Context: an optimization exercise on an open-source flow, tuned for small area and a short achievable clock period. The choices shown serve that exercise and are no tape-out recipe.
No functional check of the RTL was part of any run shown here.

==> flow/design.v (outline; a module is shown in full before it is edited, if it fits) <==
// module mas_radix_encoder: 25 lines
// module mas_radix_negn: 3 lines
// module mas_radix_two: 3 lines
// module mas_radix_neg: 3 lines
// module mas_radix_xnor: 3 lines
// module mas_radix_sel: 3 lines
// module mas_radix_adder: 10 lines
// module mas_radix_pfx_a: 3 lines
// module mas_radix_pfx_ap: 4 lines
// module mas_radix_pfx_o: 3 lines
// module mas_radix_pfx_op: 4 lines
// module mas_radix_inv: 3 lines
// module mas_radix_fa1: 4 lines
// module mas_radix_ha: 9 lines
// module mas_mul_radix_top: 2309 lines
module mas_mul_radix_top (
  input               clk,
  input               rstn,
  input        [31:0] in1,
  input        [31:0] in2,
  output logic [63:0] res
);
  // ...
==> flow/flow/run.sh <==
#!/bin/bash
# Own layout flow: the standard synthesis and layout, with the port
# buffers made from plain buffers (buffer_ports -buffer_cell) instead of the
# cell buffer_ports picks by itself.  Each tool's output goes to a log here.
set -euo pipefail
bash standard.sh synth > synth.log 2>&1
bash standard.sh "BUFFER_PORTS_ARGS=-buffer_cell sky130_fd_sc_hd__buf_2" finish > layout.log 2>&1
==> flow/standard.sh <==
#!/bin/bash
# synth_recipe.tcl (not shown) runs the flow's synth.tcl, then flattens the netlist and writes it again
# the make line also repeats each setting of config.mk as NAME=value (left out here)
make -C /OpenROAD-flow-scripts/flow DESIGN_CONFIG=/design/flow/config.mk WORK_HOME=/design/flow/orfs CLKGATE_MAP_FILE= SYNTH_SCRIPT=/design/flow/synth_recipe.tcl "${@:-finish}"
==> flow/config.mk <==
export PLATFORM = sky130hd
export DESIGN_NAME = mas_mul_radix_top
export DESIGN_NICKNAME = mas_mul_radix_top
export VERILOG_FILES = /design/flow/design.v
export SDC_FILE = /design/flow/constraint.sdc
export NUM_CORES = 4
export LEC_CHECK = 0
export CAP_MARGIN = 30
export CORE_MARGIN = 2
export CORE_UTILIZATION = 60
export SETUP_SLACK_MARGIN = 5
export SLEW_MARGIN = 50
export SYNTH_HIERARCHICAL = 1
export SYNTH_MINIMUM_KEEP_SIZE = 0
==> flow/constraint.sdc <==
create_clock -name core_clock -period 13.5 [get_ports {clk}]
set_input_delay 2.7000 -clock core_clock [delete_from_list [all_inputs] [get_ports {clk}]]
set_output_delay 2.7000 -clock core_clock [all_outputs]
set_load 0.01 [all_outputs]
==> run notes, run 1 <==
outcome no timing/DRC/antenna violations; layout cells sized above 1 19.01%; count of cell types in the netlist 17; most common cell in the synthesized netlist xnor2_1; Post-DP Area 25900 um2; Rows 73; Adder-Cell Fraction of Synth Area 45.93%; CP Capture Type flip-flop; most frequent cells in the layout xnor2_1, o22ai_1, fa_1; port bufs 129; Final GP Congestion 1.029; die area 41640 um2; Starting Density 60.57%; nets 3165; Slew HR 47.55%; Longest Clk Path Bufs 2; Final Max Tran Viols 0; Taps Inserted 525; setup TNS 0 ns; Slew @ Worst Pin 0.7838 ns; cell repeated most along the worst path fa_1; DP HPWL 72.71 mm; Inst Count DP 2999; most common flop cell mapped by yosys dfrtp_1; metal2 WL 40.04 mm; WP buf/inv 4; CP arrival 8.77 ns; Largest cell class multi-input gates; number of non-clock buffers in the layout 198; drt first-iter violations 2476; Synth Area in XOR/XNOR 20.97%; vias in the first global route 22280; Largest register FFs 64
==> run 2: changes to the inputs <==
--- a/flow/design.v
+++ b/flow/design.v
@@ -23,15 +23,6 @@
   end
 endgenerate
 endmodule
-module mas_radix_negn (input [2:0] b, output y);
-assign y = ~b[2] | (b[1] & b[0]);
-endmodule
-module mas_radix_two (input b2, b1, one_n, output y);
-assign y = ~(one_n & (b2 ^ b1));
-endmodule
-module mas_radix_neg (input [2:0] b, output y);
-assign y = b[2] & ~(b[1] & b[0]);
-endmodule
 module mas_radix_xnor (input a, b, output y);
 assign y = ~(a ^ b);
 endmodule
@@ -62,6 +53,9 @@
 assign g = ~(gh & (ph | gl));
 assign p = ~(ph | pl);
 endmodule
+module mas_radix_nand2 (input a, b, output y);
+assign y = ~(a & b);
+endmodule
 module mas_radix_inv (input a, output y);
 assign y = ~a;
 endmodule
@@ -1522,22 +1516,22 @@
 mas_radix_encoder enc14 (.in1(in1), .in2({in2[29],in2[28],in2[27]}), .flag(ng44), .flag_n(nn45), .res(pp43));
 wire [32:0] pp46;
 mas_radix_encoder enc15 (.in1(in1), .in2({in2[31],in2[30],in2[29]}), .flag(ng47), .flag_n(nn48), .res(pp46));
-mas_radix_ha ha1 (.a(ng38), .b(pp1[24]), .s(s49), .co(c50));
+mas_radix_ha ha1 (.a(pp1[24]), .b(pp4[22]), .s(s49), .co(c50));
 mas_radix_ha ha2 (.a(pp1[25]), .b(pp4[23]), .s(s51), .co(c52));
-mas_radix_adder fa1 (.a(ng41), .b(pp1[26]), .ci(pp4[24]), .s(s53), .co(c54));
-mas_radix_ha ha3 (.a(pp7[22]), .b(pp10[20]), .s(s55), .co(c56));
+mas_radix_adder fa1 (.a(pp1[26]), .b(pp4[24]), .ci(pp7[22]), .s(s53), .co(c54));
+mas_radix_ha ha3 (.a(pp10[20]), .b(pp13[18]), .s(s55), .co(c56));
 mas_radix_adder fa2 (.a(pp1[27]), .b(pp4[25]), .ci(pp7[23]), .s(s57), .co(c58));
 mas_radix_ha ha4 (.a(pp10[21]), .b(pp13[19]), .s(s59), .co(c60));
-mas_radix_adder fa3 (.a(ng44), .b(pp1[28]), .ci(pp4[26]), .s(s61), .co(c62));
-mas_radix_adder fa4 (.a(pp7[24]), .b(pp10[22]), .ci(pp13[20]), .s(s63), .co(c64));
-mas_radix_ha ha5 (.a(pp16[18]), .b(pp19[16]), .s(s65), .co(c66));
+mas_radix_adder fa3 (.a(pp1[28]), .b(pp4[26]), .ci(pp7[24]), .s(s61), .co(c62));
+mas_radix_adder fa4 (.a(pp10[22]), .b(pp13[20]), .ci(pp16[18]), .s(s63), .co(c64));
+mas_radix_ha ha5 (.a(pp19[16]), .b(pp22[14]), .s(s65), .co(c66));
 mas_radix_adder fa5 (.a(pp1[29]), .b(pp4[27]), .ci(pp7[25]), .s(s67), .co(c68));
 mas_radix_adder fa6 (.a(pp10[23]), .b(pp13[21]), .ci(pp16[19]), .s(s69), .co(c70));
 mas_radix_ha ha6 (.a(pp19[17]), .b(pp22[15]), .s(s71), .co(c72));
-mas_radix_adder fa7 (.a(ng47), .b(pp1[30]), .ci(pp4[28]), .s(s73), .co(c74));
-mas_radix_adder fa8 (.a(pp7[26]), .b(pp10[24]), .ci(pp13[22]), .s(s75), .co(c76));
-mas_radix_adder fa9 (.a(pp16[20]), .b(pp19[18]), .ci(pp22[16]), .s(s77), .co(c78));
-mas_radix_ha ha7 (.a(pp25[14]), .b(pp28[12]), .s(s79), .co(c80));
+mas_radix_adder fa7 (.a(pp1[30]), .b(pp4[28]), .ci(pp7[26]), .s(s73), .co(c74));
+mas_radix_adder fa8 (.a(pp10[24]), .b(pp13[22]), .ci(pp16[20]), .s(s75), .co(c76));
+mas_radix_adder fa9 (.a(pp19[18]), .b(pp22[16]), .ci(pp25[14]), .s(s77), .co(c78));
+mas_radix_ha ha7 (.a(pp28[12]), .b(pp31[10]), .s(s79), .co(c80));
 mas_radix_adder fa10 (.a(pp1[31]), .b(pp4[29]), .ci(pp7[27]), .s(s81), .co(c82));
 mas_radix_adder fa11 (.a(pp10[25]), .b(pp13[23]), .ci(pp16[21]), .s(s83), .co(c84));
 mas_radix_adder fa12 (.a(pp19[19]), .b(pp22[17]), .ci(pp25[15]), .s(s85), .co(c86));
@@ -1546,82 +1540,82 @@
 mas_radix_adder fa14 (.a(pp7[28]), .b(pp10[26]), .ci(pp13[24]), .s(s91), .co(c92));
 mas_radix_adder fa15 (.a(pp16[22]), .b(pp19[20]), .ci(pp22[18]), .s(s93), .co(c94));
 mas_radix_adder fa16 (.a(pp25[16]), .b(pp28[14]), .ci(pp31[12]), .s(s95), .co(c96));
-mas_radix_fa1 f1s97 (.a((in1[1] & in2[31])), .b(nn3), .s(s97), .co(c98));
-mas_radix_adder fa17 (.a(pp4[31]), .b(pp7[29]), .ci(pp10[27]), .s(s99), .co(c100));
-mas_radix_adder fa18 (.a(pp13[25]), .b(pp16[23]), .ci(pp19[21]), .s(s101), .co(c102));
-mas_radix_adder fa19 (.a(pp22[19]), .b(pp25[17]), .ci(pp28[15]), .s(s103), .co(c104));
-mas_radix_ha ha9 (.a(pp31[13]), .b(pp34[11]), .s(s105), .co(c106));
+mas_radix_fa1 f1s97 (.a((in1[1] & in2[31])), .b(pp4[31]), .s(s97), .co(c98));
+mas_radix_adder fa17 (.a(pp7[29]), .b(pp10[27]), .ci(pp13[25]), .s(s99), .co(c100));
+mas_radix_adder fa18 (.a(pp16[23]), .b(pp19[21]), .ci(pp22[19]), .s(s101), .co(c102));
+mas_radix_adder fa19 (.a(pp25[17]), .b(pp28[15]), .ci(pp31[13]), .s(s103), .co(c104));
+mas_radix_ha ha9 (.a(pp34[11]), .b(pp37[9]), .s(s105), .co(c106));
 mas_radix_fa1 f1s107 (.a((in1[2] & in2[31])), .b(pp4[32]), .s(s107), .co(c108));
 mas_radix_adder fa20 (.a(pp7[30]), .b(pp10[28]), .ci(pp13[26]), .s(s109), .co(c110));
 mas_radix_adder fa21 (.a(pp16[24]), .b(pp19[22]), .ci(pp22[20]), .s(s111), .co(c112));
 mas_radix_adder fa22 (.a(pp25[18]), .b(pp28[16]), .ci(pp31[14]), .s(s113), .co(c114));
 mas_radix_ha ha10 (.a(pp34[12]), .b(pp37[10]), .s(s115), .co(c116));
-mas_radix_adder fa23 (.a((in1[3] & in2[31])), .b(nn6), .ci(pp7[31]), .s(s117), .co(c118));
-mas_radix_adder fa24 (.a(pp10[29]), .b(pp13[27]), .ci(pp16[25]), .s(s119), .co(c120));
-mas_radix_adder fa25 (.a(pp19[23]), .b(pp22[21]), .ci(pp25[19]), .s(s121), .co(c122));
-mas_radix_adder fa26 (.a(pp28[17]), .b(pp31[15]), .ci(pp34[13]), .s(s123), .co(c124));
+mas_radix_adder fa23 (.a((in1[3] & in2[31])), .b(pp7[31]), .ci(pp10[29]), .s(s117), .co(c118));
+mas_radix_adder fa24 (.a(pp13[27]), .b(pp16[25]), .ci(pp19[23]), .s(s119), .co(c120));
+mas_radix_adder fa25 (.a(pp22[21]), .b(pp25[19]), .ci(pp28[17]), .s(s121), .co(c122));
+mas_radix_adder fa26 (.a(pp31[15]), .b(pp34[13]), .ci(pp37[11]), .s(s123), .co(c124));
 mas_radix_fa1 f1s125 (.a((in1[4] & in2[31])), .b(pp7[32]), .s(s125), .co(c126));
 mas_radix_adder fa27 (.a(pp10[30]), .b(pp13[28]), .ci(pp16[26]), .s(s127), .co(c128));
 mas_radix_adder fa28 (.a(pp19[24]), .b(pp22[22]), .ci(pp25[20]), .s(s129), .co(c130));
 mas_radix_ha ha11 (.a(pp28[18]), .b(pp31[16]), .s(s131), .co(c132));
-mas_radix_adder fa29 (.a((in1[5] & in2[31])), .b(nn9), .ci(pp10[31]), .s(s133), .co(c134));
-mas_radix_adder fa30 (.a(pp13[29]), .b(pp16[27]), .ci(pp19[25]), .s(s135), .co(c136));
-mas_radix_adder fa31 (.a(pp22[23]), .b(pp25[21]), .ci(pp28[19]), .s(s137), .co(c138));
+mas_radix_adder fa29 (.a((in1[5] & in2[31])), .b(pp10[31]), .ci(pp13[29]), .s(s133), .co(c134));
+mas_radix_adder fa30 (.a(pp16[27]), .b(pp19[25]), .ci(pp22[23]), .s(s135), .co(c136));
+mas_radix_adder fa31 (.a(pp25[21]), .b(pp28[19]), .ci(pp31[17]), .s(s137), .co(c138));
 mas_radix_fa1 f1s139 (.a((in1[6] & in2[31])), .b(pp10[32]), .s(s139), .co(c140));
 mas_radix_adder fa32 (.a(pp13[30]), .b(pp16[28]), .ci(pp19[26]), .s(s141), .co(c142));
 mas_radix_ha ha12 (.a(pp22[24]), .b(pp25[22]), .s(s143), .co(c144));
-mas_radix_adder fa33 (.a((in1[7] & in2[31])), .b(nn12), .ci(pp13[31]), .s(s145), .co(c146));
-mas_radix_adder fa34 (.a(pp16[29]), .b(pp19[27]), .ci(pp22[25]), .s(s147), .co(c148));
+mas_radix_adder fa33 (.a((in1[7] & in2[31])), .b(pp13[31]), .ci(pp16[29]), .s(s145), .co(c146));
+mas_radix_adder fa34 (.a(pp19[27]), .b(pp22[25]), .ci(pp25[23]), .s(s147), .co(c148));
 mas_radix_fa1 f1s149 (.a((in1[8] & in2[31])), .b(pp13[32]), .s(s149), .co(c150));
 mas_radix_ha ha13 (.a(pp16[30]), .b(pp19[28]), .s(s151), .co(c152));
-mas_radix_adder fa35 (.a((in1[9] & in2[31])), .b(nn15), .ci(pp16[31]), .s(s153), .co(c154));
+mas_radix_adder fa35 (.a((in1[9] & in2[31])), .b(pp16[31]), .ci(pp19[29]), .s(s153), .co(c154));
 mas_radix_inv is155 (.a((in1[10] & in2[31])), .y(s155));
-mas_radix_ha ha14 (.a(ng26), .b(pp1[16]), .s(s156), .co(c157));
+mas_radix_ha ha14 (.a(pp1[16]), .b(pp4[14]), .s(s156), .co(c157));
 mas_radix_ha ha15 (.a(pp1[17]), .b(pp4[15]), .s(s158), .co(c159));
-mas_radix_adder fa36 (.a(ng29), .b(pp1[18]), .ci(pp4[16]), .s(s160), .co(c161));
-mas_radix_ha ha16 (.a(pp7[14]), .b(pp10[12]), .s(s162), .co(c163));
+mas_radix_adder fa36 (.a(pp1[18]), .b(pp4[16]), .ci(pp7[14]), .s(s160), .co(c161));
+mas_radix_ha ha16 (.a(pp10[12]), .b(pp13[10]), .s(s162), .co(c163));
 mas_radix_adder fa37 (.a(pp1[19]), .b(pp4[17]), .ci(pp7[15]), .s(s164), .co(c165));
 mas_radix_ha ha17 (.a(pp10[13]), .b(pp13[11]), .s(s166), .co(c167));
-mas_radix_adder fa38 (.a(ng32), .b(pp1[20]), .ci(pp4[18]), .s(s168), .co(c169));
-mas_radix_adder fa39 (.a(pp7[16]), .b(pp10[14]), .ci(pp13[12]), .s(s170), .co(c171));
-mas_radix_ha ha18 (.a(pp16[10]), .b(pp19[8]), .s(s172), .co(c173));
+mas_radix_adder fa38 (.a(pp1[20]), .b(pp4[18]), .ci(pp7[16]), .s(s168), .co(c169));
+mas_radix_adder fa39 (.a(pp10[14]), .b(pp13[12]), .ci(pp16[10]), .s(s170), .co(c171));
+mas_radix_ha ha18 (.a(pp19[8]), .b(pp22[6]), .s(s172), .co(c173));
 mas_radix_adder fa40 (.a(pp1[21]), .b(pp4[19]), .ci(pp7[17]), .s(s174), .co(c175));
 mas_radix_adder fa41 (.a(pp10[15]), .b(pp13[13]), .ci(pp16[11]), .s(s176), .co(c177));
 mas_radix_ha ha19 (.a(pp19[9]), .b(pp22[7]), .s(s178), .co(c179));
-mas_radix_adder fa42 (.a(ng35), .b(pp1[22]), .ci(pp4[20]), .s(s180), .co(c181));
-mas_radix_adder fa43 (.a(pp7[18]), .b(pp10[16]), .ci(pp13[14]), .s(s182), .co(c183));
-mas_radix_adder fa44 (.a(pp16[12]), .b(pp19[10]), .ci(pp22[8]), .s(s184), .co(c185));
-mas_radix_ha ha20 (.a(pp25[6]), .b(pp28[4]), .s(s186), .co(c187));
+mas_radix_adder fa42 (.a(pp1[22]), .b(pp4[20]), .ci(pp7[18]), .s(s180), .co(c181));
+mas_radix_adder fa43 (.a(pp10[16]), .b(pp13[14]), .ci(pp16[12]), .s(s182), .co(c183));
+mas_radix_adder fa44 (.a(pp19[10]), .b(pp22[8]), .ci(pp25[6]), .s(s184), .co(c185));
+mas_radix_ha ha20 (.a(pp28[4]), .b(pp31[2]), .s(s186), .co(c187));
 mas_radix_adder fa45 (.a(pp1[23]), .b(pp4[21]), .ci(pp7[19]), .s(s188), .co(c189));
 mas_radix_adder fa46 (.a(pp10[17]), .b(pp13[15]), .ci(pp16[13]), .s(s190), .co(c191));
 mas_radix_adder fa47 (.a(pp19[11]), .b(pp22[9]), .ci(pp25[7]), .s(s192), .co(c193));
 mas_radix_ha ha21 (.a(pp28[5]), .b(pp31[3]), .s(s194), .co(c195));
-mas_radix_adder fa48 (.a(pp4[22]), .b(pp7[20]), .ci(pp10[18]), .s(s196), .co(c197));
-mas_radix_adder fa49 (.a(pp13[16]), .b(pp16[14]), .ci(pp19[12]), .s(s198), .co(c199));
-mas_radix_adder fa50 (.a(pp22[10]), .b(pp25[8]), .ci(pp28[6]), .s(s200), .co(c201));
-mas_radix_adder fa51 (.a(pp31[4]), .b(pp34[2]), .ci(pp37[0]), .s(s202), .co(c203));
+mas_radix_adder fa48 (.a(pp7[20]), .b(pp10[18]), .ci(pp13[16]), .s(s196), .co(c197));
+mas_radix_adder fa49 (.a(pp16[14]), .b(pp19[12]), .ci(pp22[10]), .s(s198), .co(c199));
+mas_radix_adder fa50 (.a(pp25[8]), .b(pp28[6]), .ci(pp31[4]), .s(s200), .co(c201));
+mas_radix_adder fa51 (.a(pp34[2]), .b(pp37[0]), .ci(ng38), .s(s202), .co(c203));
 mas_radix_adder fa52 (.a(pp7[21]), .b(pp10[19]), .ci(pp13[17]), .s(s204), .co(c205));
 mas_radix_adder fa53 (.a(pp16[15]), .b(pp19[13]), .ci(pp22[11]), .s(s206), .co(c207));
 mas_radix_adder fa54 (.a(pp25[9]), .b(pp28[7]), .ci(pp31[5]), .s(s208), .co(c209));
 mas_radix_adder fa55 (.a(pp34[3]), .b(pp37[1]), .ci(c50), .s(s210), .co(c211));
-mas_radix_adder fa56 (.a(pp13[18]), .b(pp16[16]), .ci(pp19[14]), .s(s212), .co(c213));
-mas_radix_adder fa57 (.a(pp22[12]), .b(pp25[10]), .ci(pp28[8]), .s(s214), .co(c215));
-mas_radix_adder fa58 (.a(pp31[6]), .b(pp34[4]), .ci(pp37[2]), .s(s216), .co(c217));
-mas_radix_adder fa59 (.a(pp40[0]), .b(c52), .ci(s55), .s(s218), .co(c219));
+mas_radix_adder fa56 (.a(pp16[16]), .b(pp19[14]), .ci(pp22[12]), .s(s212), .co(c213));
+mas_radix_adder fa57 (.a(pp25[10]), .b(pp28[8]), .ci(pp31[6]), .s(s214), .co(c215));
+mas_radix_adder fa58 (.a(pp34[4]), .b(pp37[2]), .ci(pp40[0]), .s(s216), .co(c217));
+mas_radix_adder fa59 (.a(ng41), .b(c52), .ci(s55), .s(s218), .co(c219));
 mas_radix_adder fa60 (.a(pp16[17]), .b(pp19[15]), .ci(pp22[13]), .s(s220), .co(c221));
 mas_radix_adder fa61 (.a(pp25[11]), .b(pp28[9]), .ci(pp31[7]), .s(s222), .co(c223));
 mas_radix_adder fa62 (.a(pp34[5]), .b(pp37[3]), .ci(pp40[1]), .s(s224), .co(c225));
 mas_radix_adder fa63 (.a(c56), .b(s59), .ci(c54), .s(s226), .co(c227));
-mas_radix_adder fa64 (.a(pp22[14]), .b(pp25[12]), .ci(pp28[10]), .s(s228), .co(c229));
-mas_radix_adder fa65 (.a(pp31[8]), .b(pp34[6]), .ci(pp37[4]), .s(s230), .co(c231));
-mas_radix_adder fa66 (.a(pp40[2]), .b(pp43[0]), .ci(c60), .s(s232), .co(c233));
+mas_radix_adder fa64 (.a(pp25[12]), .b(pp28[10]), .ci(pp31[8]), .s(s228), .co(c229));
+mas_radix_adder fa65 (.a(pp34[6]), .b(pp37[4]), .ci(pp40[2]), .s(s230), .co(c231));
+mas_radix_adder fa66 (.a(pp43[0]), .b(ng44), .ci(c60), .s(s232), .co(c233));
 mas_radix_adder fa67 (.a(s65), .b(c58), .ci(s61), .s(s234), .co(c235));
 mas_radix_adder fa68 (.a(pp25[13]), .b(pp28[11]), .ci(pp31[9]), .s(s236), .co(c237));
 mas_radix_adder fa69 (.a(pp34[7]), .b(pp37[5]), .ci(pp40[3]), .s(s238), .co(c239));
 mas_radix_adder fa70 (.a(pp43[1]), .b(c66), .ci(s71), .s(s240), .co(c241));
 mas_radix_adder fa71 (.a(c62), .b(c64), .ci(s67), .s(s242), .co(c243));
-mas_radix_adder fa72 (.a(pp31[10]), .b(pp34[8]), .ci(pp37[6]), .s(s244), .co(c245));
-mas_radix_adder fa73 (.a(pp40[4]), .b(pp43[2]), .ci(pp46[0]), .s(s246), .co(c247));
+mas_radix_adder fa72 (.a(pp34[8]), .b(pp37[6]), .ci(pp40[4]), .s(s244), .co(c245));
+mas_radix_adder fa73 (.a(pp43[2]), .b(pp46[0]), .ci(ng47), .s(s246), .co(c247));
 mas_radix_adder fa74 (.a(c72), .b(s79), .ci(c68), .s(s248), .co(c249));
 mas_radix_adder fa75 (.a(c70), .b(s73), .ci(s75), .s(s250), .co(c251));
 mas_radix_adder fa76 (.a(pp34[9]), .b(pp37[7]), .ci(pp40[5]), .s(s252), .co(c253));
@@ -1632,97 +1626,97 @@
 mas_radix_adder fa81 (.a(pp43[4]), .b(pp46[2]), .ci(c88), .s(s262), .co(c263));
 mas_radix_adder fa82 (.a(c82), .b(c84), .ci(c86), .s(s264), .co(c265));
 mas_radix_adder fa83 (.a(s89), .b(s91), .ci(s93), .s(s266), .co(c267));
-mas_radix_adder fa84 (.a(s97), .b(pp37[9]), .ci(pp40[7]), .s(s268), .co(c269));
-mas_radix_adder fa85 (.a(pp43[5]), .b(pp46[3]), .ci(s105), .s(s270), .co(c271));
+mas_radix_adder fa84 (.a(pp40[7]), .b(pp43[5]), .ci(pp46[3]), .s(s268), .co(c269));
+mas_radix_adder fa85 (.a(nn3), .b(s97), .ci(s105), .s(s270), .co(c271));
 mas_radix_adder fa86 (.a(c90), .b(c92), .ci(c94), .s(s272), .co(c273));
 mas_radix_adder fa87 (.a(c96), .b(s99), .ci(s101), .s(s274), .co(c275));
-mas_radix_adder fa88 (.a(c98), .b(pp40[8]), .ci(pp43[6]), .s(s276), .co(c277));
-mas_radix_adder fa89 (.a(pp46[4]), .b(c106), .ci(s107), .s(s278), .co(c279));
+mas_radix_adder fa88 (.a(pp40[8]), .b(pp43[6]), .ci(pp46[4]), .s(s276), .co(c277));
+mas_radix_adder fa89 (.a(c98), .b(c106), .ci(s107), .s(s278), .co(c279));
 mas_radix_adder fa90 (.a(s115), .b(c100), .ci(c102), .s(s280), .co(c281));
 mas_radix_adder fa91 (.a(c104), .b(s109), .ci(s111), .s(s282), .co(c283));
-mas_radix_adder fa92 (.a(pp37[11]), .b(pp40[9]), .ci(pp43[7]), .s(s284), .co(c285));
-mas_radix_adder fa93 (.a(pp46[5]), .b(c108), .ci(c116), .s(s286), .co(c287));
+mas_radix_adder fa92 (.a(pp40[9]), .b(pp43[7]), .ci(pp46[5]), .s(s284), .co(c285));
+mas_radix_adder fa93 (.a(nn6), .b(c108), .ci(c116), .s(s286), .co(c287));
 mas_radix_adder fa94 (.a(c110), .b(c112), .ci(c114), .s(s288), .co(c289));
 mas_radix_adder fa95 (.a(s117), .b(s119), .ci(s121), .s(s290), .co(c291));
 mas_radix_adder fa96 (.a(pp34[14]), .b(pp37[12]), .ci(pp40[10]), .s(s292), .co(c293));
 mas_radix_adder fa97 (.a(pp43[8]), .b(pp46[6]), .ci(s125), .s(s294), .co(c295));
 mas_radix_adder fa98 (.a(s131), .b(c118), .ci(c120), .s(s296), .co(c297));
 mas_radix_adder fa99 (.a(c122), .b(c124), .ci(s127), .s(s298), .co(c299));
-mas_radix_adder fa100 (.a(pp31[17]), .b(pp34[15]), .ci(pp37[13]), .s(s300), .co(c301));
-mas_radix_adder fa101 (.a(pp40[11]), .b(pp43[9]), .ci(pp46[7]), .s(s302), .co(c303));
+mas_radix_adder fa100 (.a(pp34[15]), .b(pp37[13]), .ci(pp40[11]), .s(s300), .co(c301));
+mas_radix_adder fa101 (.a(pp43[9]), .b(pp46[7]), .ci(nn9), .s(s302), .co(c303));
 mas_radix_adder fa102 (.a(c126), .b(c132), .ci(c128), .s(s304), .co(c305));
 mas_radix_adder fa103 (.a(c130), .b(s133), .ci(s135), .s(s306), .co(c307));
 mas_radix_adder fa104 (.a(pp28[20]), .b(pp31[18]), .ci(pp34[16]), .s(s308), .co(c309));
 mas_radix_adder fa105 (.a(pp37[14]), .b(pp40[12]), .ci(pp43[10]), .s(s310), .co(c311));
 mas_radix_adder fa106 (.a(pp46[8]), .b(s139), .ci(s143), .s(s312), .co(c313));
 mas_radix_adder fa107 (.a(c134), .b(c136), .ci(c138), .s(s314), .co(c315));
-mas_radix_adder fa108 (.a(pp25[23]), .b(pp28[21]), .ci(pp31[19]), .s(s316), .co(c317));
-mas_radix_adder fa109 (.a(pp34[17]), .b(pp37[15]), .ci(pp40[13]), .s(s318), .co(c319));
-mas_radix_adder fa110 (.a(pp43[11]), .b(pp46[9]), .ci(c140), .s(s320), .co(c321));
+mas_radix_adder fa108 (.a(pp28[21]), .b(pp31[19]), .ci(pp34[17]), .s(s316), .co(c317));
+mas_radix_adder fa109 (.a(pp37[15]), .b(pp40[13]), .ci(pp43[11]), .s(s318), .co(c319));
+mas_radix_adder fa110 (.a(pp46[9]), .b(nn12), .ci(c140), .s(s320), .co(c321));
 mas_radix_adder fa111 (.a(c144), .b(c142), .ci(s145), .s(s322), .co(c323));
 mas_radix_adder fa112 (.a(pp22[26]), .b(pp25[24]), .ci(pp28[22]), .s(s324), .co(c325));
 mas_radix_adder fa113 (.a(pp31[20]), .b(pp34[18]), .ci(pp37[16]), .s(s326), .co(c327));
 mas_radix_adder fa114 (.a(pp40[14]), .b(pp43[12]), .ci(pp46[10]), .s(s328), .co(c329));
 mas_radix_adder fa115 (.a(s149), .b(s151), .ci(c146), .s(s330), .co(c331));
-mas_radix_adder fa116 (.a(pp19[29]), .b(pp22[27]), .ci(pp25[25]), .s(s332), .co(c333));
-mas_radix_adder fa117 (.a(pp28[23]), .b(pp31[21]), .ci(pp34[19]), .s(s334), .co(c335));
-mas_radix_adder fa118 (.a(pp37[17]), .b(pp40[15]), .ci(pp43[13]), .s(s336), .co(c337));
-mas_radix_adder fa119 (.a(pp46[11]), .b(c150), .ci(c152), .s(s338), .co(c339));
+mas_radix_adder fa116 (.a(pp22[27]), .b(pp25[25]), .ci(pp28[23]), .s(s332), .co(c333));
+mas_radix_adder fa117 (.a(pp31[21]), .b(pp34[19]), .ci(pp37[17]), .s(s334), .co(c335));
+mas_radix_adder fa118 (.a(pp40[15]), .b(pp43[13]), .ci(pp46[11]), .s(s336), .co(c337));
+mas_radix_adder fa119 (.a(nn15), .b(c150), .ci(c152), .s(s338), .co(c339));
 mas_radix_adder fa120 (.a(s155), .b(pp16[32]), .ci(pp19[30]), .s(s340), .co(c341));
 mas_radix_adder fa121 (.a(pp22[28]), .b(pp25[26]), .ci(pp28[24]), .s(s342), .co(c343));
 mas_radix_adder fa122 (.a(pp31[22]), .b(pp34[20]), .ci(pp37[18]), .s(s344), .co(c345));
 mas_radix_adder fa123 (.a(pp40[16]), .b(pp43[14]), .ci(pp46[12]), .s(s346), .co(c347));
-mas_radix_adder fa124 (.a((in1[10] & in2[31])), .b((in1[11] & in2[31])), .ci(nn18), .s(s348), .co(c349));
-mas_radix_adder fa125 (.a(pp19[31]), .b(pp22[29]), .ci(pp25[27]), .s(s350), .co(c351));
-mas_radix_adder fa126 (.a(pp28[25]), .b(pp31[23]), .ci(pp34[21]), .s(s352), .co(c353));
-mas_radix_adder fa127 (.a(pp37[19]), .b(pp40[17]), .ci(pp43[15]), .s(s354), .co(c355));
+mas_radix_adder fa124 (.a((in1[10] & in2[31])), .b((in1[11] & in2[31])), .ci(pp19[31]), .s(s348), .co(c349));
+mas_radix_adder fa125 (.a(pp22[29]), .b(pp25[27]), .ci(pp28[25]), .s(s350), .co(c351));
+mas_radix_adder fa126 (.a(pp31[23]), .b(pp34[21]), .ci(pp37[19]), .s(s352), .co(c353));
+mas_radix_adder fa127 (.a(pp40[17]), .b(pp43[15]), .ci(pp46[13]), .s(s354), .co(c355));
 mas_radix_fa1 f1s356 (.a((in1[12] & in2[31])), .b(pp19[32]), .s(s356), .co(c357));
 mas_radix_adder fa128 (.a(pp22[30]), .b(pp25[28]), .ci(pp28[26]), .s(s358), .co(c359));
 mas_radix_adder fa129 (.a(pp31[24]), .b(pp34[22]), .ci(pp37[20]), .s(s360), .co(c361));
 mas_radix_ha ha22 (.a(pp40[18]), .b(pp43[16]), .s(s362), .co(c363));
-mas_radix_adder fa130 (.a((in1[13] & in2[31])), .b(nn21), .ci(pp22[31]), .s(s364), .co(c365));
-mas_radix_adder fa131 (.a(pp25[29]), .b(pp28[27]), .ci(pp31[25]), .s(s366), .co(c367));
-mas_radix_adder fa132 (.a(pp34[23]), .b(pp37[21]), .ci(pp40[19]), .s(s368), .co(c369));
+mas_radix_adder fa130 (.a((in1[13] & in2[31])), .b(pp22[31]), .ci(pp25[29]), .s(s364), .co(c365));
+mas_radix_adder fa131 (.a(pp28[27]), .b(pp31[25]), .ci(pp34[23]), .s(s366), .co(c367));
+mas_radix_adder fa132 (.a(pp37[21]), .b(pp40[19]), .ci(pp43[17]), .s(s368), .co(c369));
 mas_radix_fa1 f1s370 (.a((in1[14] & in2[31])), .b(pp22[32]), .s(s370), .co(c371));
 mas_radix_adder fa133 (.a(pp25[30]), .b(pp28[28]), .ci(pp31[26]), .s(s372), .co(c373));
 mas_radix_ha ha23 (.a(pp34[24]), .b(pp37[22]), .s(s374), .co(c375));
-mas_radix_adder fa134 (.a((in1[15] & in2[31])), .b(nn24), .ci(pp25[31]), .s(s376), .co(c377));
-mas_radix_adder fa135 (.a(pp28[29]), .b(pp31[27]), .ci(pp34[25]), .s(s378), .co(c379));
+mas_radix_adder fa134 (.a((in1[15] & in2[31])), .b(pp25[31]), .ci(pp28[29]), .s(s376), .co(c377));
+mas_radix_adder fa135 (.a(pp31[27]), .b(pp34[25]), .ci(pp37[23]), .s(s378), .co(c379));
 mas_radix_fa1 f1s380 (.a((in1[16] & in2[31])), .b(pp25[32]), .s(s380), .co(c381));
 mas_radix_ha ha24 (.a(pp28[30]), .b(pp31[28]), .s(s382), .co(c383));
-mas_radix_adder fa136 (.a((in1[17] & in2[31])), .b(nn27), .ci(pp28[31]), .s(s384), .co(c385));
+mas_radix_adder fa136 (.a((in1[17] & in2[31])), .b(pp28[31]), .ci(pp31[29]), .s(s384), .co(c385));
 mas_radix_inv is386 (.a((in1[18] & in2[31])), .y(s386));
-mas_radix_ha ha25 (.a(ng17), .b(pp1[10]), .s(s387), .co(c388));
+mas_radix_ha ha25 (.a(pp1[10]), .b(pp4[8]), .s(s387), .co(c388));
 mas_radix_ha ha26 (.a(pp1[11]), .b(pp4[9]), .s(s389), .co(c390));
-mas_radix_adder fa137 (.a(ng20), .b(pp1[12]), .ci(pp4[10]), .s(s391), .co(c392));
-mas_radix_ha ha27 (.a(pp7[8]), .b(pp10[6]), .s(s393), .co(c394));
+mas_radix_adder fa137 (.a(pp1[12]), .b(pp4[10]), .ci(pp7[8]), .s(s391), .co(c392));
+mas_radix_ha ha27 (.a(pp10[6]), .b(pp13[4]), .s(s393), .co(c394));
 mas_radix_adder fa138 (.a(pp1[13]), .b(pp4[11]), .ci(pp7[9]), .s(s395), .co(c396));
 mas_radix_ha ha28 (.a(pp10[7]), .b(pp13[5]), .s(s397), .co(c398));
-mas_radix_adder fa139 (.a(ng23), .b(pp1[14]), .ci(pp4[12]), .s(s399), .co(c400));
-mas_radix_adder fa140 (.a(pp7[10]), .b(pp10[8]), .ci(pp13[6]), .s(s401), .co(c402));
-mas_radix_ha ha29 (.a(pp16[4]), .b(pp19[2]), .s(s403), .co(c404));
+mas_radix_adder fa139 (.a(pp1[14]), .b(pp4[12]), .ci(pp7[10]), .s(s399), .co(c400));
+mas_radix_adder fa140 (.a(pp10[8]), .b(pp13[6]), .ci(pp16[4]), .s(s401), .co(c402));
+mas_radix_ha ha29 (.a(pp19[2]), .b(pp22[0]), .s(s403), .co(c404));
 mas_radix_adder fa141 (.a(pp1[15]), .b(pp4[13]), .ci(pp7[11]), .s(s405), .co(c406));
 mas_radix_adder fa142 (.a(pp10[9]), .b(pp13[7]), .ci(pp16[5]), .s(s407), .co(c408));
 mas_radix_ha ha30 (.a(pp19[3]), .b(pp22[1]), .s(s409), .co(c410));
-mas_radix_adder fa143 (.a(pp4[14]), .b(pp7[12]), .ci(pp10[10]), .s(s411), .co(c412));
-mas_radix_adder fa144 (.a(pp13[8]), .b(pp16[6]), .ci(pp19[4]), .s(s413), .co(c414));
-mas_radix_adder fa145 (.a(pp22[2]), .b(pp25[0]), .ci(s156), .s(s415), .co(c416));
+mas_radix_adder fa143 (.a(pp7[12]), .b(pp10[10]), .ci(pp13[8]), .s(s411), .co(c412));
+mas_radix_adder fa144 (.a(pp16[6]), .b(pp19[4]), .ci(pp22[2]), .s(s413), .co(c414));
+mas_radix_adder fa145 (.a(pp25[0]), .b(ng26), .ci(s156), .s(s415), .co(c416));
 mas_radix_adder fa146 (.a(pp7[13]), .b(pp10[11]), .ci(pp13[9]), .s(s417), .co(c418));
 mas_radix_adder fa147 (.a(pp16[7]), .b(pp19[5]), .ci(pp22[3]), .s(s419), .co(c420));
 mas_radix_adder fa148 (.a(pp25[1]), .b(c157), .ci(s158), .s(s421), .co(c422));
-mas_radix_adder fa149 (.a(pp13[10]), .b(pp16[8]), .ci(pp19[6]), .s(s423), .co(c424));
-mas_radix_adder fa150 (.a(pp22[4]), .b(pp25[2]), .ci(pp28[0]), .s(s425), .co(c426));
+mas_radix_adder fa149 (.a(pp16[8]), .b(pp19[6]), .ci(pp22[4]), .s(s423), .co(c424));
+mas_radix_adder fa150 (.a(pp25[2]), .b(pp28[0]), .ci(ng29), .s(s425), .co(c426));
 mas_radix_adder fa151 (.a(c159), .b(s162), .ci(s160), .s(s427), .co(c428));
 mas_radix_adder fa152 (.a(pp16[9]), .b(pp19[7]), .ci(pp22[5]), .s(s429), .co(c430));
 mas_radix_adder fa153 (.a(pp25[3]), .b(pp28[1]), .ci(c163), .s(s431), .co(c432));
 mas_radix_adder fa154 (.a(s166), .b(c161), .ci(s164), .s(s433), .co(c434));
-mas_radix_adder fa155 (.a(pp22[6]), .b(pp25[4]), .ci(pp28[2]), .s(s435), .co(c436));
-mas_radix_adder fa156 (.a(pp31[0]), .b(c167), .ci(s172), .s(s437), .co(c438));
+mas_radix_adder fa155 (.a(pp25[4]), .b(pp28[2]), .ci(pp31[0]), .s(s435), .co(c436));
+mas_radix_adder fa156 (.a(ng32), .b(c167), .ci(s172), .s(s437), .co(c438));
 mas_radix_adder fa157 (.a(c165), .b(s168), .ci(s170), .s(s439), .co(c440));
 mas_radix_adder fa158 (.a(pp25[5]), .b(pp28[3]), .ci(pp31[1]), .s(s441), .co(c442));
 mas_radix_adder fa159 (.a(c173), .b(s178), .ci(c169), .s(s443), .co(c444));
 mas_radix_adder fa160 (.a(c171), .b(s174), .ci(s176), .s(s445), .co(c446));
-mas_radix_adder fa161 (.a(pp31[2]), .b(pp34[0]), .ci(c179), .s(s447), .co(c448));
+mas_radix_adder fa161 (.a(pp34[0]), .b(ng35), .ci(c179), .s(s447), .co(c448));
 mas_radix_adder fa162 (.a(s186), .b(c175), .ci(c177), .s(s449), .co(c450));
 mas_radix_adder fa163 (.a(s180), .b(s182), .ci(s184), .s(s451), .co(c452));
 mas_radix_adder fa164 (.a(pp34[1]), .b(c187), .ci(s194), .s(s453), .co(c454));
@@ -1735,8 +1729,8 @@
 mas_radix_adder fa171 (.a(c201), .b(c203), .ci(s204), .s(s467), .co(c468));
 mas_radix_adder fa172 (.a(s206), .b(s208), .ci(s210), .s(s469), .co(c470));
 mas_radix_adder fa173 (.a(c205), .b(c207), .ci(c209), .s(s471), .co(c472));
-mas_radix_adder fa174 (.a(s53), .b(s212), .ci(s214), .s(s473), .co(c474));
-mas_radix_adder fa175 (.a(s216), .b(c211), .ci(s218), .s(s475), .co(c476));
+mas_radix_adder fa174 (.a(s212), .b(s214), .ci(s216), .s(s473), .co(c474));
+mas_radix_adder fa175 (.a(s53), .b(c211), .ci(s218), .s(s475), .co(c476));
 mas_radix_adder fa176 (.a(c213), .b(c215), .ci(c217), .s(s477), .co(c478));
 mas_radix_adder fa177 (.a(s220), .b(s222), .ci(s224), .s(s479), .co(c480));
 mas_radix_adder fa178 (.a(s57), .b(c219), .ci(s226), .s(s481), .co(c482));
@@ -1767,8 +1761,8 @@
 mas_radix_adder fa203 (.a(c285), .b(s292), .ci(s129), .s(s531), .co(c532));
 mas_radix_adder fa204 (.a(c287), .b(s294), .ci(c289), .s(s533), .co(c534));
 mas_radix_adder fa205 (.a(s296), .b(c291), .ci(s298), .s(s535), .co(c536));
-mas_radix_adder fa206 (.a(c293), .b(s300), .ci(s302), .s(s537), .co(c538));
-mas_radix_adder fa207 (.a(s137), .b(c295), .ci(c297), .s(s539), .co(c540));
+mas_radix_adder fa206 (.a(c293), .b(s300), .ci(s137), .s(s537), .co(c538));
+mas_radix_adder fa207 (.a(s302), .b(c295), .ci(c297), .s(s539), .co(c540));
 mas_radix_adder fa208 (.a(c299), .b(s304), .ci(s306), .s(s541), .co(c542));
 mas_radix_adder fa209 (.a(c301), .b(c303), .ci(s308), .s(s543), .co(c544));
 mas_radix_adder fa210 (.a(s310), .b(s141), .ci(s312), .s(s545), .co(c546));
@@ -1785,57 +1779,57 @@
 mas_radix_adder fa221 (.a(c154), .b(c333), .ci(c335), .s(s567), .co(c568));
 mas_radix_adder fa222 (.a(c337), .b(s340), .ci(s342), .s(s569), .co(c570));
 mas_radix_adder fa223 (.a(s344), .b(s346), .ci(c339), .s(s571), .co(c572));
-mas_radix_adder fa224 (.a(pp46[13]), .b(s348), .ci(c341), .s(s573), .co(c574));
-mas_radix_adder fa225 (.a(c343), .b(c345), .ci(c347), .s(s575), .co(c576));
+mas_radix_adder fa224 (.a(nn18), .b(c341), .ci(c343), .s(s573), .co(c574));
+mas_radix_adder fa225 (.a(c345), .b(c347), .ci(s348), .s(s575), .co(c576));
 mas_radix_adder fa226 (.a(s350), .b(s352), .ci(s354), .s(s577), .co(c578));
-mas_radix_adder fa227 (.a(pp46[14]), .b(c349), .ci(s356), .s(s579), .co(c580));
-mas_radix_adder fa228 (.a(s362), .b(c351), .ci(c353), .s(s581), .co(c582));
+mas_radix_adder fa227 (.a(pp46[14]), .b(s356), .ci(s362), .s(s579), .co(c580));
+mas_radix_adder fa228 (.a(c349), .b(c351), .ci(c353), .s(s581), .co(c582));
 mas_radix_adder fa229 (.a(c355), .b(s358), .ci(s360), .s(s583), .co(c584));
-mas_radix_adder fa230 (.a(pp43[17]), .b(pp46[15]), .ci(c357), .s(s585), .co(c586));
+mas_radix_adder fa230 (.a(pp46[15]), .b(nn21), .ci(c357), .s(s585), .co(c586));
 mas_radix_adder fa231 (.a(c363), .b(c359), .ci(c361), .s(s587), .co(c588));
 mas_radix_adder fa232 (.a(s364), .b(s366), .ci(s368), .s(s589), .co(c590));
 mas_radix_adder fa233 (.a(pp40[20]), .b(pp43[18]), .ci(pp46[16]), .s(s591), .co(c592));
 mas_radix_adder fa234 (.a(s370), .b(s374), .ci(c365), .s(s593), .co(c594));
 mas_radix_adder fa235 (.a(c367), .b(c369), .ci(s372), .s(s595), .co(c596));
-mas_radix_adder fa236 (.a(pp37[23]), .b(pp40[21]), .ci(pp43[19]), .s(s597), .co(c598));
-mas_radix_adder fa237 (.a(pp46[17]), .b(c371), .ci(c375), .s(s599), .co(c600));
+mas_radix_adder fa236 (.a(pp40[21]), .b(pp43[19]), .ci(pp46[17]), .s(s597), .co(c598));
+mas_radix_adder fa237 (.a(nn24), .b(c371), .ci(c375), .s(s599), .co(c600));
 mas_radix_adder fa238 (.a(c373), .b(s376), .ci(s378), .s(s601), .co(c602));
 mas_radix_adder fa239 (.a(pp34[26]), .b(pp37[24]), .ci(pp40[22]), .s(s603), .co(c604));
 mas_radix_adder fa240 (.a(pp43[20]), .b(pp46[18]), .ci(s380), .s(s605), .co(c606));
 mas_radix_adder fa241 (.a(s382), .b(c377), .ci(c379), .s(s607), .co(c608));
-mas_radix_adder fa242 (.a(pp31[29]), .b(pp34[27]), .ci(pp37[25]), .s(s609), .co(c610));
-mas_radix_adder fa243 (.a(pp40[23]), .b(pp43[21]), .ci(pp46[19]), .s(s611), .co(c612));
+mas_radix_adder fa242 (.a(pp34[27]), .b(pp37[25]), .ci(pp40[23]), .s(s609), .co(c610));
+mas_radix_adder fa243 (.a(pp43[21]), .b(pp46[19]), .ci(nn27), .s(s611), .co(c612));
 mas_radix_adder fa244 (.a(c381), .b(c383), .ci(s384), .s(s613), .co(c614));
 mas_radix_adder fa245 (.a(s386), .b(pp28[32]), .ci(pp31[30]), .s(s615), .co(c616));
 mas_radix_adder fa246 (.a(pp34[28]), .b(pp37[26]), .ci(pp40[24]), .s(s617), .co(c618));
 mas_radix_adder fa247 (.a(pp43[22]), .b(pp46[20]), .ci(c385), .s(s619), .co(c620));
-mas_radix_adder fa248 (.a((in1[18] & in2[31])), .b((in1[19] & in2[31])), .ci(nn30), .s(s621), .co(c622));
-mas_radix_adder fa249 (.a(pp31[31]), .b(pp34[29]), .ci(pp37[27]), .s(s623), .co(c624));
-mas_radix_adder fa250 (.a(pp40[25]), .b(pp43[23]), .ci(pp46[21]), .s(s625), .co(c626));
+mas_radix_adder fa248 (.a((in1[18] & in2[31])), .b((in1[19] & in2[31])), .ci(pp31[31]), .s(s621), .co(c622));
+mas_radix_adder fa249 (.a(pp34[29]), .b(pp37[27]), .ci(pp40[25]), .s(s623), .co(c624));
+mas_radix_adder fa250 (.a(pp43[23]), .b(pp46[21]), .ci(nn30), .s(s625), .co(c626));
 mas_radix_fa1 f1s627 (.a((in1[20] & in2[31])), .b(pp31[32]), .s(s627), .co(c628));
 mas_radix_adder fa251 (.a(pp34[30]), .b(pp37[28]), .ci(pp40[26]), .s(s629), .co(c630));
 mas_radix_ha ha31 (.a(pp43[24]), .b(pp46[22]), .s(s631), .co(c632));
-mas_radix_adder fa252 (.a((in1[21] & in2[31])), .b(nn33), .ci(pp34[31]), .s(s633), .co(c634));
-mas_radix_adder fa253 (.a(pp37[29]), .b(pp40[27]), .ci(pp43[25]), .s(s635), .co(c636));
+mas_radix_adder fa252 (.a((in1[21] & in2[31])), .b(pp34[31]), .ci(pp37[29]), .s(s633), .co(c634));
+mas_radix_adder fa253 (.a(pp40[27]), .b(pp43[25]), .ci(pp46[23]), .s(s635), .co(c636));
 mas_radix_fa1 f1s637 (.a((in1[22] & in2[31])), .b(pp34[32]), .s(s637), .co(c638));
 mas_radix_ha ha32 (.a(pp37[30]), .b(pp40[28]), .s(s639), .co(c640));
-mas_radix_adder fa254 (.a((in1[23] & in2[31])), .b(nn36), .ci(pp37[31]), .s(s641), .co(c642));
+mas_radix_adder fa254 (.a((in1[23] & in2[31])), .b(pp37[31]), .ci(pp40[29]), .s(s641), .co(c642));
 mas_radix_inv is643 (.a((in1[24] & in2[31])), .y(s643));
-mas_radix_ha ha33 (.a(ng11), .b(pp1[6]), .s(s644), .co(c645));
+mas_radix_ha ha33 (.a(pp1[6]), .b(pp4[4]), .s(s644), .co(c645));
 mas_radix_ha ha34 (.a(pp1[7]), .b(pp4[5]), .s(s646), .co(c647));
-mas_radix_adder fa255 (.a(ng14), .b(pp1[8]), .ci(pp4[6]), .s(s648), .co(c649));
-mas_radix_ha ha35 (.a(pp7[4]), .b(pp10[2]), .s(s650), .co(c651));
+mas_radix_adder fa255 (.a(pp1[8]), .b(pp4[6]), .ci(pp7[4]), .s(s648), .co(c649));
+mas_radix_ha ha35 (.a(pp10[2]), .b(pp13[0]), .s(s650), .co(c651));
 mas_radix_adder fa256 (.a(pp1[9]), .b(pp4[7]), .ci(pp7[5]), .s(s652), .co(c653));
 mas_radix_ha ha36 (.a(pp10[3]), .b(pp13[1]), .s(s654), .co(c655));
-mas_radix_adder fa257 (.a(pp4[8]), .b(pp7[6]), .ci(pp10[4]), .s(s656), .co(c657));
-mas_radix_adder fa258 (.a(pp13[2]), .b(pp16[0]), .ci(s387), .s(s658), .co(c659));
+mas_radix_adder fa257 (.a(pp7[6]), .b(pp10[4]), .ci(pp13[2]), .s(s656), .co(c657));
+mas_radix_adder fa258 (.a(pp16[0]), .b(ng17), .ci(s387), .s(s658), .co(c659));
 mas_radix_adder fa259 (.a(pp7[7]), .b(pp10[5]), .ci(pp13[3]), .s(s660), .co(c661));
 mas_radix_adder fa260 (.a(pp16[1]), .b(c388), .ci(s389), .s(s662), .co(c663));
-mas_radix_adder fa261 (.a(pp13[4]), .b(pp16[2]), .ci(pp19[0]), .s(s664), .co(c665));
+mas_radix_adder fa261 (.a(pp16[2]), .b(pp19[0]), .ci(ng20), .s(s664), .co(c665));
 mas_radix_adder fa262 (.a(c390), .b(s393), .ci(s391), .s(s666), .co(c667));
 mas_radix_adder fa263 (.a(pp16[3]), .b(pp19[1]), .ci(c394), .s(s668), .co(c669));
 mas_radix_adder fa264 (.a(s397), .b(c392), .ci(s395), .s(s670), .co(c671));
-mas_radix_adder fa265 (.a(pp22[0]), .b(c398), .ci(s403), .s(s672), .co(c673));
+mas_radix_adder fa265 (.a(ng23), .b(c398), .ci(s403), .s(s672), .co(c673));
 mas_radix_adder fa266 (.a(c396), .b(s399), .ci(s401), .s(s674), .co(c675));
 mas_radix_adder fa267 (.a(c404), .b(s409), .ci(c400), .s(s676), .co(c677));
 mas_radix_adder fa268 (.a(c402), .b(s405), .ci(s407), .s(s678), .co(c679));
@@ -1893,11 +1887,11 @@
 mas_radix_adder fa320 (.a(s563), .b(s565), .ci(c560), .s(s782), .co(c783));
 mas_radix_adder fa321 (.a(c562), .b(c564), .ci(s567), .s(s784), .co(c785));
 mas_radix_adder fa322 (.a(s569), .b(s571), .ci(c566), .s(s786), .co(c787));
-mas_radix_adder fa323 (.a(c568), .b(s573), .ci(c570), .s(s788), .co(c789));
+mas_radix_adder fa323 (.a(c568), .b(c570), .ci(s573), .s(s788), .co(c789));
 mas_radix_adder fa324 (.a(s575), .b(s577), .ci(c572), .s(s790), .co(c791));
 mas_radix_adder fa325 (.a(s579), .b(c574), .ci(c576), .s(s792), .co(c793));
 mas_radix_adder fa326 (.a(s581), .b(c578), .ci(s583), .s(s794), .co(c795));
-mas_radix_adder fa327 (.a(c580), .b(s585), .ci(c582), .s(s796), .co(c797));
+mas_radix_adder fa327 (.a(s585), .b(c580), .ci(c582), .s(s796), .co(c797));
 mas_radix_adder fa328 (.a(c584), .b(s587), .ci(s589), .s(s798), .co(c799));
 mas_radix_adder fa329 (.a(s591), .b(c586), .ci(c588), .s(s800), .co(c801));
 mas_radix_adder fa330 (.a(s593), .b(c590), .ci(s595), .s(s802), .co(c803));
@@ -1909,29 +1903,29 @@
 mas_radix_adder fa336 (.a(c606), .b(c608), .ci(s613), .s(s814), .co(c815));
 mas_radix_adder fa337 (.a(c610), .b(c612), .ci(s615), .s(s816), .co(c817));
 mas_radix_adder fa338 (.a(s617), .b(c614), .ci(s619), .s(s818), .co(c819));
-mas_radix_adder fa339 (.a(s621), .b(c616), .ci(c618), .s(s820), .co(c821));
+mas_radix_adder fa339 (.a(c616), .b(c618), .ci(s621), .s(s820), .co(c821));
 mas_radix_adder fa340 (.a(s623), .b(s625), .ci(c620), .s(s822), .co(c823));
-mas_radix_adder fa341 (.a(c622), .b(s627), .ci(s631), .s(s824), .co(c825));
+mas_radix_adder fa341 (.a(s627), .b(s631), .ci(c622), .s(s824), .co(c825));
 mas_radix_adder fa342 (.a(c624), .b(c626), .ci(s629), .s(s826), .co(c827));
-mas_radix_adder fa343 (.a(pp46[23]), .b(c628), .ci(c632), .s(s828), .co(c829));
+mas_radix_adder fa343 (.a(nn33), .b(c628), .ci(c632), .s(s828), .co(c829));
 mas_radix_adder fa344 (.a(c630), .b(s633), .ci(s635), .s(s830), .co(c831));
 mas_radix_adder fa345 (.a(pp43[26]), .b(pp46[24]), .ci(s637), .s(s832), .co(c833));
 mas_radix_adder fa346 (.a(s639), .b(c634), .ci(c636), .s(s834), .co(c835));
-mas_radix_adder fa347 (.a(pp40[29]), .b(pp43[27]), .ci(pp46[25]), .s(s836), .co(c837));
+mas_radix_adder fa347 (.a(pp43[27]), .b(pp46[25]), .ci(nn36), .s(s836), .co(c837));
 mas_radix_adder fa348 (.a(c638), .b(c640), .ci(s641), .s(s838), .co(c839));
 mas_radix_adder fa349 (.a(s643), .b(pp37[32]), .ci(pp40[30]), .s(s840), .co(c841));
 mas_radix_adder fa350 (.a(pp43[28]), .b(pp46[26]), .ci(c642), .s(s842), .co(c843));
-mas_radix_adder fa351 (.a((in1[24] & in2[31])), .b((in1[25] & in2[31])), .ci(nn39), .s(s844), .co(c845));
-mas_radix_adder fa352 (.a(pp40[31]), .b(pp43[29]), .ci(pp46[27]), .s(s846), .co(c847));
+mas_radix_adder fa351 (.a((in1[24] & in2[31])), .b((in1[25] & in2[31])), .ci(pp40[31]), .s(s844), .co(c845));
+mas_radix_adder fa352 (.a(pp43[29]), .b(pp46[27]), .ci(nn39), .s(s846), .co(c847));
 mas_radix_fa1 f1s848 (.a((in1[26] & in2[31])), .b(pp40[32]), .s(s848), .co(c849));
 mas_radix_ha ha37 (.a(pp43[30]), .b(pp46[28]), .s(s850), .co(c851));
-mas_radix_adder fa353 (.a((in1[27] & in2[31])), .b(nn42), .ci(pp43[31]), .s(s852), .co(c853));
+mas_radix_adder fa353 (.a((in1[27] & in2[31])), .b(pp43[31]), .ci(pp46[29]), .s(s852), .co(c853));
 mas_radix_inv is854 (.a((in1[28] & in2[31])), .y(s854));
-mas_radix_ha ha38 (.a(ng8), .b(pp1[4]), .s(s855), .co(c856));
+mas_radix_ha ha38 (.a(pp1[4]), .b(pp4[2]), .s(s855), .co(c856));
 mas_radix_ha ha39 (.a(pp1[5]), .b(pp4[3]), .s(s857), .co(c858));
-mas_radix_adder fa354 (.a(pp4[4]), .b(pp7[2]), .ci(pp10[0]), .s(s859), .co(c860));
+mas_radix_adder fa354 (.a(pp7[2]), .b(pp10[0]), .ci(ng11), .s(s859), .co(c860));
 mas_radix_adder fa355 (.a(pp7[3]), .b(pp10[1]), .ci(c645), .s(s861), .co(c862));
-mas_radix_adder fa356 (.a(pp13[0]), .b(c647), .ci(s650), .s(s863), .co(c864));
+mas_radix_adder fa356 (.a(ng14), .b(c647), .ci(s650), .s(s863), .co(c864));
 mas_radix_adder fa357 (.a(c651), .b(s654), .ci(c649), .s(s865), .co(c866));
 mas_radix_adder fa358 (.a(c655), .b(c653), .ci(s656), .s(s867), .co(c868));
 mas_radix_adder fa359 (.a(c657), .b(s660), .ci(c659), .s(s869), .co(c870));
@@ -1975,20 +1969,20 @@
 mas_radix_adder fa397 (.a(s812), .b(c809), .ci(c811), .s(s945), .co(c946));
 mas_radix_adder fa398 (.a(c813), .b(s816), .ci(c815), .s(s947), .co(c948));
 mas_radix_adder fa399 (.a(c817), .b(s820), .ci(s822), .s(s949), .co(c950));
-mas_radix_adder fa400 (.a(s824), .b(c821), .ci(s826), .s(s951), .co(c952));
-mas_radix_adder fa401 (.a(c825), .b(s828), .ci(c827), .s(s953), .co(c954));
+mas_radix_adder fa400 (.a(c821), .b(s824), .ci(s826), .s(s951), .co(c952));
+mas_radix_adder fa401 (.a(s828), .b(c825), .ci(c827), .s(s953), .co(c954));
 mas_radix_adder fa402 (.a(c829), .b(s832), .ci(c831), .s(s955), .co(c956));
 mas_radix_adder fa403 (.a(s836), .b(c833), .ci(c835), .s(s957), .co(c958));
 mas_radix_adder fa404 (.a(c837), .b(s840), .ci(c839), .s(s959), .co(c960));
-mas_radix_adder fa405 (.a(s844), .b(c841), .ci(s846), .s(s961), .co(c962));
-mas_radix_adder fa406 (.a(c845), .b(s848), .ci(s850), .s(s963), .co(c964));
-mas_radix_adder fa407 (.a(pp46[29]), .b(c849), .ci(c851), .s(s965), .co(c966));
+mas_radix_adder fa405 (.a(c841), .b(s844), .ci(s846), .s(s961), .co(c962));
+mas_radix_adder fa406 (.a(s848), .b(s850), .ci(c845), .s(s963), .co(c964));
+mas_radix_adder fa407 (.a(nn42), .b(c849), .ci(c851), .s(s965), .co(c966));
 mas_radix_adder fa408 (.a(s854), .b(pp43[32]), .ci(pp46[30]), .s(s967), .co(c968));
-mas_radix_adder fa409 (.a((in1[28] & in2[31])), .b((in1[29] & in2[31])), .ci(nn45), .s(s969), .co(c970));
+mas_radix_adder fa409 (.a((in1[28] & in2[31])), .b((in1[29] & in2[31])), .ci(pp46[31]), .s(s969), .co(c970));
 mas_radix_inv is971 (.a((in1[30] & in2[31])), .y(s971));
-mas_radix_ha ha40 (.a(ng5), .b(pp1[2]), .s(s972), .co(c973));
+mas_radix_ha ha40 (.a(pp1[2]), .b(pp4[0]), .s(s972), .co(c973));
 mas_radix_ha ha41 (.a(pp1[3]), .b(pp4[1]), .s(s974), .co(c975));
-mas_radix_adder fa410 (.a(pp4[2]), .b(pp7[0]), .ci(s855), .s(s976), .co(c977));
+mas_radix_adder fa410 (.a(pp7[0]), .b(ng8), .ci(s855), .s(s976), .co(c977));
 mas_radix_adder fa411 (.a(pp7[1]), .b(c856), .ci(s857), .s(s978), .co(c979));
 mas_radix_adder fa412 (.a(c858), .b(s644), .ci(s859), .s(s980), .co(c981));
 mas_radix_adder fa413 (.a(s646), .b(c860), .ci(s861), .s(s982), .co(c983));
@@ -2039,21 +2033,21 @@
 mas_radix_adder fa458 (.a(c823), .b(s951), .ci(c950), .s(s1072), .co(c1073));
 mas_radix_adder fa459 (.a(s830), .b(c952), .ci(s953), .s(s1074), .co(c1075));
 mas_radix_adder fa460 (.a(s834), .b(c954), .ci(s955), .s(s1076), .co(c1077));
-mas_radix_adder fa461 (.a(s838), .b(s957), .ci(c956), .s(s1078), .co(c1079));
+mas_radix_adder fa461 (.a(s838), .b(c956), .ci(s957), .s(s1078), .co(c1079));
 mas_radix_adder fa462 (.a(s842), .b(c958), .ci(s959), .s(s1080), .co(c1081));
 mas_radix_adder fa463 (.a(c843), .b(s961), .ci(c960), .s(s1082), .co(c1083));
 mas_radix_adder fa464 (.a(c847), .b(s963), .ci(c962), .s(s1084), .co(c1085));
-mas_radix_adder fa465 (.a(s852), .b(c964), .ci(s965), .s(s1086), .co(c1087));
+mas_radix_adder fa465 (.a(s852), .b(s965), .ci(c964), .s(s1086), .co(c1087));
 mas_radix_adder fa466 (.a(c853), .b(s967), .ci(c966), .s(s1088), .co(c1089));
-mas_radix_adder fa467 (.a(pp46[31]), .b(s969), .ci(c968), .s(s1090), .co(c1091));
+mas_radix_adder fa467 (.a(nn45), .b(c968), .ci(s969), .s(s1090), .co(c1091));
 mas_radix_adder fa468 (.a(s971), .b(pp46[32]), .ci(c970), .s(s1092), .co(c1093));
 mas_radix_adder fa469 (.a((in1[30] & in2[31])), .b((in1[31] & in2[31])), .ci(nn48), .s(s1094), .co(c1095));
-wire [63:0] opx = {c1093, c1091, c1089, c1087, c1085, c1083, c1081, c1079, c1077, c1075, c1073, c1071, c1069, c1067, c1065, c1063, c1061, c1059, c1057, c1055, c1053, c1051, c1049, c1047, c1045, c1043, c1041, c1039, c1037, c1035, c1033, c1031, c1029, c1027, c1025, c1023, c1021, c1019, c1017, c1015, c1013, c1011, c1009, c1007, c1005, c1003, c1001, c999, c997, c995, c993, c991, c989, c987, c985, c983, c981, c979, c977, c975, c973, s972, pp1[1], ng2};
-wire [63:0] opy = {s1094, s1092, s1090, s1088, s1086, s1084, s1082, s1080, s1078, s1076, s1074, s1072, s1070, s1068, s1066, s1064, s1062, s1060, s1058, s1056, s1054, s1052, s1050, s1048, s1046, s1044, s1042, s1040, s1038, s1036, s1034, s1032, s1030, s1028, s1026, s1024, s1022, s1020, s1018, s1016, s1014, s1012, s1010, s1008, s1006, s1004, s1002, s1000, s998, s996, s994, s992, s990, s988, s986, s984, s982, s980, s978, s976, s974, pp4[0], 1'b0, pp1[0]};
+wire [63:0] opx = {c1093, c1091, c1089, c1087, c1085, c1083, c1081, c1079, c1077, c1075, c1073, c1071, c1069, c1067, c1065, c1063, c1061, c1059, c1057, c1055, c1053, c1051, c1049, c1047, c1045, c1043, c1041, c1039, c1037, c1035, c1033, c1031, c1029, c1027, c1025, c1023, c1021, c1019, c1017, c1015, c1013, c1011, c1009, c1007, c1005, c1003, c1001, c999, c997, c995, c993, c991, c989, c987, c985, c983, c981, c979, c977, c975, c973, s972, pp1[1], pp1[0]};
+wire [63:0] opy = {s1094, s1092, s1090, s1088, s1086, s1084, s1082, s1080, s1078, s1076, s1074, s1072, s1070, s1068, s1066, s1064, s1062, s1060, s1058, s1056, s1054, s1052, s1050, s1048, s1046, s1044, s1042, s1040, s1038, s1036, s1034, s1032, s1030, s1028, s1026, s1024, s1022, s1020, s1018, s1016, s1014, s1012, s1010, s1008, s1006, s1004, s1002, s1000, s998, s996, s994, s992, s990, s988, s986, s984, s982, s980, s978, s976, s974, ng5, 1'b0, ng2};
 wire [63:0] g0, p0;
-mas_radix_ha pg0 (.a(ng2), .b(pp1[0]), .s(p0[0]), .co(g0[0]));
+mas_radix_ha pg0 (.a(pp1[0]), .b(ng2), .s(p0[0]), .co(g0[0]));
 assign g0[1] = 1'b0; assign p0[1] = pp1[1];
-mas_radix_ha pg2 (.a(s972), .b(pp4[0]), .s(p0[2]), .co(g0[2]));
+mas_radix_ha pg2 (.a(s972), .b(ng5), .s(p0[2]), .co(g0[2]));
 mas_radix_ha pg3 (.a(c973), .b(s974), .s(p0[3]), .co(g0[3]));
 mas_radix_ha pg4 (.a(c975), .b(s976), .s(p0[4]), .co(g0[4]));
 mas_radix_ha pg5 (.a(c977), .b(s978), .s(p0[5]), .co(g0[5]));
==> run 2 against run 1 <==
Synthesized cell count is the same; largest cell class unchanged; hold slack worse by 0.12 ns; still clean; utilization fell by 0.15 points; worst setup slack lost 0.025 ns.
==> run notes, run 2 <==
most common cell in the synthesized netlist xnor2_1 (unchanged); Synth Area per Inst 10.49 um2 (unchanged); die area 41640 um2 (unchanged); biggest regs res (64) (unchanged); final instance area 26820 um2 (was 26880 um2); WP buf/inv 3 (was 4); DP HPWL 72.62 mm (was 72.71 mm); Largest register FFs 64 (unchanged); CTS tree done (unchanged); crit path max-delay cell type fa_1 (unchanged); mux cell area share after synthesis 0% (unchanged); top post-synthesis cells by count xnor2_1, o22ai_1, fa_1, ha_1, a21oi_2 (unchanged); CP max stage delay 0.63 ns (was 0.58 ns); root buf cell clkbuf_16 (unchanged); filler cell count 3091 (was 3237); Period minus WS final 8.509 ns (was 8.484 ns); H-tree Lvls 3 (unchanged); WP data required 13.78 ns (about the same); vias in the first global route 22650 (was 22280); CTS sink count 64 (unchanged); Post-DP Area 25840 um2 (was 25900 um2); Longest Clk Path Bufs 2 (unchanged); Final Hold Viols 0 (unchanged); Synth Area in Compound Gates 20.56% (unchanged); global route overflow 0 (unchanged); Final Max Tran Viols 0 (unchanged); initial antenna violation count 1 (was 2); count of cell types in the netlist 17 (unchanged); setup TNS 0 ns (unchanged); Slew @ Worst Pin 0.7971 ns (was 0.7838 ns); Final GP Congestion 1.021 (was 1.029); Synth Area in Simple Gates 4.023% (unchanged); post-synth top area share 39.10% (unchanged); Max Cap Viol 0 (unchanged); Top delay family on crit path adder cells (unchanged); Biggest register res (unchanged); maximum number of pins on one net before global-route repair 65 (unchanged); CP Capture Type flip-flop (unchanged); top post-synthesis cells by area fa_1, xnor2_1, o22ai_1 (unchanged); CP arrival 8.79 ns (was 8.77 ns); Yosys top cell by area fa_1 (unchanged); Starting Density 60.57% (unchanged); Slew HR 46.86% (was 47.55%); main combinational cell family by area after synthesis adder cells (unchanged); Residual DRC 0 (unchanged); nets 3153 (was 3165); Core ar. 39640 um2 (unchanged); outcome no timing/DRC/antenna violations (unchanged); Hold Path Class in2async (unchanged); commonest non-fill, non-tap cell in the layout xnor2_1 (unchanged); Synth Register Bits 64 (unchanged); Adder-Cell Fraction of Synth Area 45.93% (unchanged); Rows 73 (unchanged); Detail Route Antenna Nets 0 (unchanged); port bufs 129 (unchanged); EDFF count, synth 0 (unchanged); layout cells sized above 1 18.82% (was 19.01%); cell repeated most along the worst path fa_1 (unchanged); most common flop cell mapped by yosys dfrtp_1 (unchanged); most frequent cells in the layout xnor2_1, o22ai_1, fa_1 (unchanged); critical path class in2reg (unchanged); drt first-iter violations 2513 (was 2476); synth warn 7 (unchanged); Netlist Area Pre-Place 24010 um2 (unchanged); first-pass GRT wire length 142.0 mm (was 140.8 mm); Synth Area in XOR/XNOR 20.97% (unchanged); GRT Total Usage 47.16% (was 46.33%)
==> run 2: cell counts after synthesis <==
Identical to the previous run, type by type.
==> run 2: area by class of cell <==
cell class,count,area (um2),share of cell area (%)
sequential,64,1602,5.972
tap,525,656.9,2.449
inverter,113,424.2,1.582
clock buffer,9,225.2,0.8398
timing repair buffer,186,1548,5.771
antenna,1,2.502,0.009331
multi-input combinational,2113,22310,83.19
clock inverter,7,48.80,0.1820
==> run 2: final timing paths <==
kind / endpoint / slack [ns] / cells after the start
hold / removal: res[4]$_DFF_PN0_ / 2.31 / 2
max in group asynchronous: res[43]$_DFF_PN0_ / 10.67 / 3
setup / recovery: res[57]$_DFF_PN0_ / 4.99 / 20
min in group core_clock: res[63]$_DFF_PN0_ / 3.14 / 7
==> run 2: layer usage <==
layer,vias to the layer above,track usage (%),wire (um)
met5,-,0,0
met4,0,31.34,8204
met3,494,13.68,12290
met2,1666,72.19,42880
met1,10820,58.26,33970
li1,8648,-,-
==> run 2: cell families after synthesis <==
kind of cell | Yosys count
compound gates | 730
other cells | 1
xor+xnor | 575
buf+inv | 116
fa+ha+maj | 600
simple gates | 204
flops | 64
==> run 2: what timing repair did <==
| action | 4_1_cts | 5_1_grt |
|---|---|---|
| gates cloned | 0 | 2 |
| endpoints found under the hold margin | 0 | 0 |
| pin swaps | 0 | 1 |
| gates resized for setup | 61 | 86 |
| setup buffers | 0 | 0 |
| endpoints found under the setup margin | 40 | 34 |
| hold buffers | 0 | 0 |
==> run 2: per-module statistics from Yosys (local to each module, per instance), a selection <==
module / cells inside / area, um2
mas_radix_adder: 1 / 20.02
mas_mul_radix_top: 163 / 2412
mas_radix_fa1: 5 / 27.53
mas_radix_encoder: 7 / 41.29
mas_radix_sel: 1 / 6.256
mas_radix_inv: 1 / 3.754
mas_radix_xnor: 1 / 8.758
mas_radix_pfx_op: 2 / 12.51
mas_radix_ha: 1 / 12.51
==> run 2: through the flow <==
step                hold slack (ns)  setup WS (ns)  std cells  util [%]
floorplan                     2.404          5.015       2293         -
global placement              2.933          4.025       2996     64.99
detailed placement            2.846          3.986       2997     65.20
CTS                           2.457          5.004       3013     66.48
global route                  2.336          4.956       3017     67.65
finish                        2.314          4.991       3018     67.65

## re-timing with driven ports
How much do the figures lean on ideal ports? The routed layouts below were timed once more, with nothing changed but the port constraints.
Step 1, drivers: a clkbuf_16 drives clk and a buf_2 each remaining input, both assumed.
Step 2 times the ports against the registers' clock, not the clock port: input delays grow and output delays shrink by t, the midpoint of the rising clock arrivals with the driver on.
Three values: no drivers, after step 1, after step 2; two values: the first two.
run	shift t [ns]	setup slack, ns	worst register clock-pin slew, ns	cell pins on the clock port's net
run 1	0.406	5.016 / 5.035 / 4.629	0.06 / 0.06	1
run 2	0.414	4.991 / 5.014 / 4.600	0.07 / 0.07	1
After both steps every run listed still meets setup and hold. For run 2, which loses most, drivers alone change the setup slack by +0.023 ns; drivers and shift together by -0.391 ns.
